Background: an optimization exercise with open tools, aiming at small area, a short achievable clock period and few clock cycles. Do not read the settings as production practice. In this exercise RTL edits were held to simulation tests only and were not proved equivalent to the original. Power and IR drop assume default switching activity.

==> run a <==
==> flow/design.v <==
module mips_multicycle(clk, rst, mem_read_data, mem_adr, mem_write_data, mem_read, mem_write);
  input clk, rst;
  input [31:0] mem_read_data;
  output [31:0] mem_adr;
  output [31:0] mem_write_data;
  output mem_read, mem_write;
  reg  [31:0] pc;
  reg         e_valid;
  reg         e_alu;       
  reg         e_lw, e_sw, e_beq, e_jr;
  reg         e_use_imm;
  reg         e_sub;       
  reg         e_and, e_or, e_slt;
  reg  [4:0]  e_rd, e_rs, e_rt;    
  reg  [15:0] e_imm;
  reg  [31:0] a, b;
  reg         hit_a, hit_b;
  reg  [31:0] r;
  reg  [4:0]  w_rd;
  reg         m_valid, m_lw;
  reg  [4:0]  m_rd;
  reg  [31:0] m_adr, m_wd;
  reg  [31:0] rf [1:31];
  reg  [31:1] rf_ok;       
  wire [31:0] ok = {rf_ok, 1'b0};
  wire [31:0] a_e = hit_a ? r : a;
  wire [31:0] b_e = hit_b ? r : b;
  wire [31:0] y   = e_use_imm ? {{16{e_imm[15]}}, e_imm} : b_e;
  wire [31:0] yx  = e_sub ? ~y : y;
  wire [33:0] sum_x = {1'b0, a_e, 1'b1} + {1'b0, yx, e_sub};
  wire [32:0] sum = sum_x[33:1];
  wire [31:0] alu_res = e_and ? (a_e & y) :
                        e_or  ? (a_e | y) :
                        e_slt ? {31'd0, ~sum[32]} : sum[31:0];
  wire        e_go    = e_valid & ~m_valid;
  wire        taken   = e_go & ((e_beq & (a_e == b_e)) | e_jr);
  wire [31:0] btarget = {pc[31:2] + {{14{e_imm[15]}}, e_imm}, 2'b00};
  wire [4:0]  e_wa    = (e_go & e_alu) ? e_rd : 5'd0;
  wire [31:0] ins   = mem_read_data;
  wire [5:0]  op    = ins[31:26];
  wire [4:0]  f_rs  = ins[25:21];
  wire [4:0]  f_rt  = ins[20:16];
  wire        f_r   = (op == 6'b000000);
  wire        f_addi= (op == 6'b001001);
  wire        f_slti= (op == 6'b001010);
  wire        f_lw  = (op == 6'b100011);
  wire        f_sw  = (op == 6'b101011);
  wire        f_beq = (op == 6'b000100);
  wire        f_j   = (op == 6'b000010);
  wire        f_jal = (op == 6'b000011);
  wire        f_jr  = (op == 6'b000110);
  wire [5:0]  fn    = ins[5:0];
  wire [31:0] pc4   = pc + 32'd4;
  wire [31:0] rs_v = (w_rd != 5'd0 && w_rd == f_rs) ? r : ok[f_rs] ? rf[f_rs] : 32'd0;
  wire [31:0] rt_v = (w_rd != 5'd0 && w_rd == f_rt) ? r : ok[f_rt] ? rf[f_rt] : 32'd0;
  wire [4:0]  rf_wa = m_valid ? (m_lw ? m_rd : 5'd0) : w_rd;
  wire [31:0] rf_wd = m_valid ? mem_read_data : r;
  integer i;
  always @(posedge clk) begin
    for (i = 1; i < 32; i = i + 1)
      if (rf_wa == i) rf[i] <= rf_wd;
    if (rst) rf_ok <= 31'd0;
    else if (rf_wa != 5'd0) rf_ok[rf_wa] <= 1'b1;
  end
  always @(posedge clk) begin
    r     <= alu_res;
    m_lw  <= e_lw;
    m_rd  <= e_rd;
    m_adr <= sum[31:0];
    m_wd  <= b_e;
  end
  always @(posedge clk) begin
    if (rst) begin
      pc      <= 32'd0;
      e_valid <= 1'b0;
      m_valid <= 1'b0;
      w_rd    <= 5'd0;
    end else if (m_valid) begin
      m_valid <= 1'b0;
      w_rd    <= 5'd0;
      if (m_lw && m_rd != 5'd0 && m_rd == e_rs) a <= mem_read_data;
      if (m_lw && m_rd != 5'd0 && m_rd == e_rt) b <= mem_read_data;
    end else begin
      m_valid <= e_valid & (e_lw | e_sw);
      w_rd    <= e_wa;
      if (taken) pc <= e_jr ? a_e : btarget;
      else if (f_j | f_jal) pc <= {pc4[31:28], ins[25:0], 2'b00};
      else pc <= pc4;
      e_valid   <= ~taken;
      e_alu     <= f_r | f_addi | f_slti | f_jal;
      e_lw      <= f_lw;
      e_sw      <= f_sw;
      e_beq     <= f_beq;
      e_jr      <= f_jr;
      e_use_imm <= f_addi | f_slti | f_lw | f_sw;
      e_sub     <= (f_r & (fn == 6'b100011 || fn == 6'b101010)) | f_slti;
      e_and     <= f_r & ~(fn == 6'b100000 || fn == 6'b100011 || fn == 6'b100101 || fn == 6'b101010);
      e_or      <= f_r & (fn == 6'b100101);
      e_slt     <= (f_r & (fn == 6'b101010)) | f_slti;
      e_rd      <= f_r ? ins[15:11] : f_jal ? 5'd31 : (f_addi | f_slti | f_lw) ? f_rt : 5'd0;
      e_rs      <= (f_j | f_jal) ? 5'd0 : f_rs;
      e_rt      <= (f_r | f_beq | f_sw) ? f_rt : 5'd0;
      e_imm     <= ins[15:0];
      hit_a     <= ~(f_j | f_jal) && e_wa != 5'd0 && e_wa == f_rs;
      hit_b     <= (f_r | f_beq | f_sw) && e_wa != 5'd0 && e_wa == f_rt;
      a         <= f_jal ? 32'd0 : rs_v;
      b         <= f_jal ? pc4 : rt_v;
    end
  end
  assign mem_adr        = m_valid ? m_adr : pc;
  assign mem_write_data = m_wd;
  assign mem_write      = m_valid & ~m_lw;
  assign mem_read       = ~mem_write;
endmodule
==> flow/run.sh <==
#!/bin/bash
# synth_recipe.tcl (not shown) runs the flow's synth.tcl, then flattens the netlist and writes it again
# the make line also repeats each setting of config.mk as NAME=value (left out here)
make -C /OpenROAD-flow-scripts/flow DESIGN_CONFIG=/design/flow/config.mk WORK_HOME=/design/flow/orfs CLKGATE_MAP_FILE= SYNTH_SCRIPT=/design/flow/synth_recipe.tcl finish
==> flow/config.mk <==
export PLATFORM = sky130hd
export DESIGN_NAME = mips_multicycle
export DESIGN_NICKNAME = mips_multicycle
export VERILOG_FILES = /design/flow/design.v
export SDC_FILE = /design/flow/constraint.sdc
export NUM_CORES = 4
export LEC_CHECK = 0
export CAP_MARGIN = 20
export CORE_MARGIN = 2
export CORE_UTILIZATION = 40
export PLACE_DENSITY = 0.6
export SETUP_SLACK_MARGIN = 3.0
export SLEW_MARGIN = 20
==> flow/constraint.sdc <==
create_clock -name core_clock -period 6.5 [get_ports {clk}]
set_input_delay 1.3000 -clock core_clock [delete_from_list [all_inputs] [get_ports {clk}]]
set_output_delay 1.3000 -clock core_clock [all_outputs]
set_load 0.01 [all_outputs]
==> inputs of run b, as changes to run a <==
==> flow/design.v (replaced) <==
module mips_multicycle(clk, rst, mem_read_data, mem_adr, mem_write_data, mem_read, mem_write);
  input clk, rst;
  input [31:0] mem_read_data;
  output [31:0] mem_adr;
  output [31:0] mem_write_data;
  output mem_read, mem_write;
  reg  [31:0] pc;          
  reg  [31:0] adr;         
  reg         e_valid;
  reg         e_alu;       
  reg         e_lw, e_sw, e_beq, e_jr;
  reg         e_sub;       
  reg         e_and, e_or, e_slt;
  reg  [4:0]  e_rd, e_rs, e_rt;    
  reg  [15:0] e_imm;
  reg  [31:0] a, b, sd;    
  reg  [31:0] r;
  reg  [4:0]  w_rd;
  reg         w_ld;
  reg         m_valid, mw;
  reg  [31:0] m_wd;
  reg  [31:0] rf [1:31];
  reg  [31:1] rf_ok;       
  wire [31:0] a_e = a;
  wire [31:0] y   = b;     
  wire [31:0] yx  = b;
  wire [32:0] kg [0:6];
  wire [32:0] kp [0:6];
  assign kg[0] = {a_e & yx, e_sub};
  assign kp[0] = {a_e ^ yx, 1'b0};
  genvar ks, kb;
  generate for (ks = 0; ks < 6; ks = ks + 1) begin : kst
    for (kb = 0; kb < 33; kb = kb + 1) begin : kbt
      if (kb >= (1 << ks)) begin : c
        assign kg[ks+1][kb] = kg[ks][kb] | (kp[ks][kb] & kg[ks][kb - (1 << ks)]);
        assign kp[ks+1][kb] = kp[ks][kb] & kp[ks][kb - (1 << ks)];
      end else begin : p
        assign kg[ks+1][kb] = kg[ks][kb];
        assign kp[ks+1][kb] = kp[ks][kb];
      end
    end
  end endgenerate
  wire [32:0] sum = {kg[6][32], (a_e ^ yx) ^ kg[6][31:0]};    
  wire [31:0] alu_res = e_and ? (a_e & y) :
                        e_or  ? (a_e | y) :
                        e_slt ? {31'd0, ~sum[32]} : sum[31:0];
  wire        e_go    = e_valid & ~m_valid;
  wire        e_mem   = e_go & (e_lw | e_sw);
  wire        taken   = e_go & ((e_beq & (a_e == y)) | e_jr);
  wire [31:0] btarget = {pc[31:2] + {{14{e_imm[15]}}, e_imm}, 2'b00};
  wire [4:0]  e_wa    = (e_go & e_alu) ? e_rd : 5'd0;
  wire [31:0] ins   = mem_read_data;
  wire [5:0]  op    = ins[31:26];
  wire [4:0]  f_rs  = ins[25:21];
  wire [4:0]  f_rt  = ins[20:16];
  wire        f_r   = (op == 6'b000000);
  wire        f_addi= (op == 6'b001001);
  wire        f_slti= (op == 6'b001010);
  wire        f_lw  = (op == 6'b100011);
  wire        f_sw  = (op == 6'b101011);
  wire        f_beq = (op == 6'b000100);
  wire        f_j   = (op == 6'b000010);
  wire        f_jal = (op == 6'b000011);
  wire        f_jr  = (op == 6'b000110);
  wire        f_imm = f_addi | f_slti | f_lw | f_sw;
  wire [5:0]  fn    = ins[5:0];
  wire        f_sub = (f_r & (fn == 6'b100011 || fn == 6'b101010)) | f_slti;
  wire [31:0] pc4   = pc + 32'd4;
  reg  [31:1] rs_dec, rt_dec, w_dec, e_dec;
  integer k;
  always @(*)
    for (k = 1; k < 32; k = k + 1) begin
      rs_dec[k] = (f_rs == k);
      rt_dec[k] = (f_rt == k);
      w_dec[k]  = (w_rd == k);
      e_dec[k]  = (e_rd == k) & e_go & e_alu;
    end
  wire        hit_a = |(rs_dec & e_dec);    
  wire        hit_b = |(rt_dec & e_dec);
  reg  [31:0] rs_v, rt_v;
  wire [31:1] rd_ok = rf_ok & ~w_dec;
  integer j;
  always @(*) begin
    rs_v = r & {32{|(rs_dec & w_dec)}};
    rt_v = r & {32{|(rt_dec & w_dec)}};
    for (j = 1; j < 32; j = j + 1) begin
      rs_v = rs_v | (rf[j] & {32{rs_dec[j] & rd_ok[j]}});
      rt_v = rt_v | (rf[j] & {32{rt_dec[j] & rd_ok[j]}});
    end
  end
  wire [31:0] b_v   = f_jal ? pc4 : f_imm ? {{16{ins[15]}}, ins[15:0]} : hit_b ? alu_res : rt_v;
  wire        ld_hit  = e_go & e_lw & (e_rd != 5'd0) & (e_rd == f_rs);
  wire        f_jr_go = f_jr & ~hit_a & ~ld_hit;
  wire [31:0] pc_n  = taken ? (e_jr ? a_e : btarget) :
                      f_jr_go ? rs_v :
                      (f_j | f_jal) ? {pc4[31:28], ins[25:0], 2'b00} : pc4;
  wire [31:0] rf_wd = w_ld ? mem_read_data : r;
  integer i;
  always @(posedge clk) begin
    for (i = 1; i < 32; i = i + 1)
      if (w_dec[i]) rf[i] <= rf_wd;
    if (rst) rf_ok <= 31'd0;
    else rf_ok <= rf_ok | w_dec;
  end
  always @(posedge clk) begin
    r     <= alu_res;
    m_wd  <= sd;
  end
  always @(posedge clk) begin
    if (rst) begin
      pc      <= 32'd0;
      adr     <= 32'd0;
      e_valid <= 1'b0;
      m_valid <= 1'b0;
      mw      <= 1'b0;
      w_rd    <= 5'd0;
      w_ld    <= 1'b0;
    end else if (m_valid) begin
      m_valid <= 1'b0;
      mw      <= 1'b0;
      adr     <= pc;
      w_rd    <= 5'd0;
      w_ld    <= 1'b0;
      if (w_ld && w_rd != 5'd0 && w_rd == e_rs) a <= mem_read_data;
      if (w_ld && w_rd != 5'd0 && w_rd == e_rt) begin
        if (e_sw) sd <= mem_read_data;
        else      b  <= e_sub ? ~mem_read_data : mem_read_data;
      end
    end else begin
      m_valid <= e_mem;
      mw      <= e_go & e_sw;
      adr     <= e_mem ? sum[31:0] : pc_n;
      w_rd    <= (e_go & (e_alu | e_lw)) ? e_rd : 5'd0;
      w_ld    <= e_go & e_lw;
      pc        <= pc_n;
      e_valid   <= ~taken;
      e_alu     <= f_r | f_addi | f_slti | f_jal;
      e_lw      <= f_lw;
      e_sw      <= f_sw;
      e_beq     <= f_beq;
      e_jr      <= f_jr & (hit_a | ld_hit);
      e_sub     <= f_sub;
      e_and     <= f_r & ~(fn == 6'b100000 || fn == 6'b100011 || fn == 6'b100101 || fn == 6'b101010);
      e_or      <= f_r & (fn == 6'b100101);
      e_slt     <= (f_r & (fn == 6'b101010)) | f_slti;
      e_rd      <= f_r ? ins[15:11] : f_jal ? 5'd31 : (f_addi | f_slti | f_lw) ? f_rt : 5'd0;
      e_rs      <= (f_j | f_jal) ? 5'd0 : f_rs;
      e_rt      <= (f_r | f_beq | f_sw) ? f_rt : 5'd0;
      e_imm     <= ins[15:0];
      a         <= f_jal ? 32'd0 : hit_a ? alu_res : rs_v;
      b         <= f_sub ? ~b_v : b_v;
      sd        <= hit_b ? alu_res : rt_v;
    end
  end
  assign mem_adr        = adr;
  assign mem_write_data = m_wd;
  assign mem_write      = mw;
  assign mem_read       = ~mw;
endmodule
--- a/flow/config.mk
+++ b/flow/config.mk
@@ -10,4 +10,6 @@
 export CORE_UTILIZATION = 40
+export CTS_BUF_LIST = sky130_fd_sc_hd__clkbuf_8
+export CTS_CLUSTER_SIZE = 30
 export PLACE_DENSITY = 0.6
-export SETUP_SLACK_MARGIN = 3.0
+export SETUP_SLACK_MARGIN = 2.6
 export SLEW_MARGIN = 20
==> qor summary <==
Run status: run b no timing/DRC/antenna violations; run a no timing/DRC/antenna violations
Rel. slew slack: run b 16.2%; run a 20.0%
Share of the synthesized area in compound gates (AO/OA/AOI/OAI): run b 22.0%; run a 19.8%
Count of unique library cells instantiated by Yosys: run b 94; run a 85
All-layer global routing usage: run b 40.0%; run a 40.3%
Wire length of the first global-routing pass: run b 445000 um; run a 428000 um
Count of nets after finishing: run b 5665; run a 5648
Fraction of area in registers: run b 48.7%; run a 47.3%
Clock network power: run b 0.00707 W; run a 0.00802 W
FF+latch count, synth: run b 1296; run a 1271
FMAX: run b 243 MHz; run a 263 MHz
Worst Path Max Fanout: run b 7; run a 5
Clk network pwr share: run b 37.0%; run a 36.1%
CP Depth: run b 13; run a 16
Hold_sp: run b sd[12]$_DFFE_PP_; run a e_rd[1]$_DFFE_PP_
Instance count of the mapped netlist: run b 5141; run a 4934
Proportion of netlist area held by the largest area contributor: run b 53.9%; run a 54.7%
Die X-Extent: run b 400 um; run a 392 um
DIE AREA: run b 160000 um^2; run a 154000 um^2
Worst skew pair latency: run b 1010 ps; run a 840 ps
Multi-In Gates: run b 3288; run a 3222
Worst Max-Slew Pin Slew: run b 1260 ps; run a 1200 ps
Detailed Route Iter0 Violations: run b 14260; run a 14007
Required time reported for the critical path endpoint: run b 7320 ps; run a 7220 ps
Testbench counts of run a, summed over its fixed seeds: cycles 34,184.
Testbench counts of run b, summed over its fixed seeds: cycles 33,395.

[static timing again, ports no longer ideal]
How much do the figures lean on ideal ports? The routed layouts below were timed once more, with nothing changed but the port constraints. Step 1: set_driving_cell puts a clkbuf_16 on clk and a buf_2 on each other input, an assumption about the parent block. Step 2, shift: input delay + t, output delay - t, t = (earliest + latest rising clock arrival at the registers) / 2. This alone moves slack from input paths to output paths. a / b / c = ideal ports / drivers / drivers and shift; a / b = the first two.
run	shift t [ns]	setup slack, ns	worst setup path after step 2	latest minus earliest clock arrival (ns)	worst register clock-pin slew, ns
run a	0.901	2.703 / 2.703 / 2.026	input to register	0.045 / 0.045	0.07 / 0.07
run b	1.046	2.384 / 2.384 / 1.428	input to register	0.092 / 0.091	0.08 / 0.08
After both steps setup and hold are still met in every run listed. For run b, which loses most, drivers alone change the setup slack by 0.000 ns; drivers and shift together by -0.956 ns.
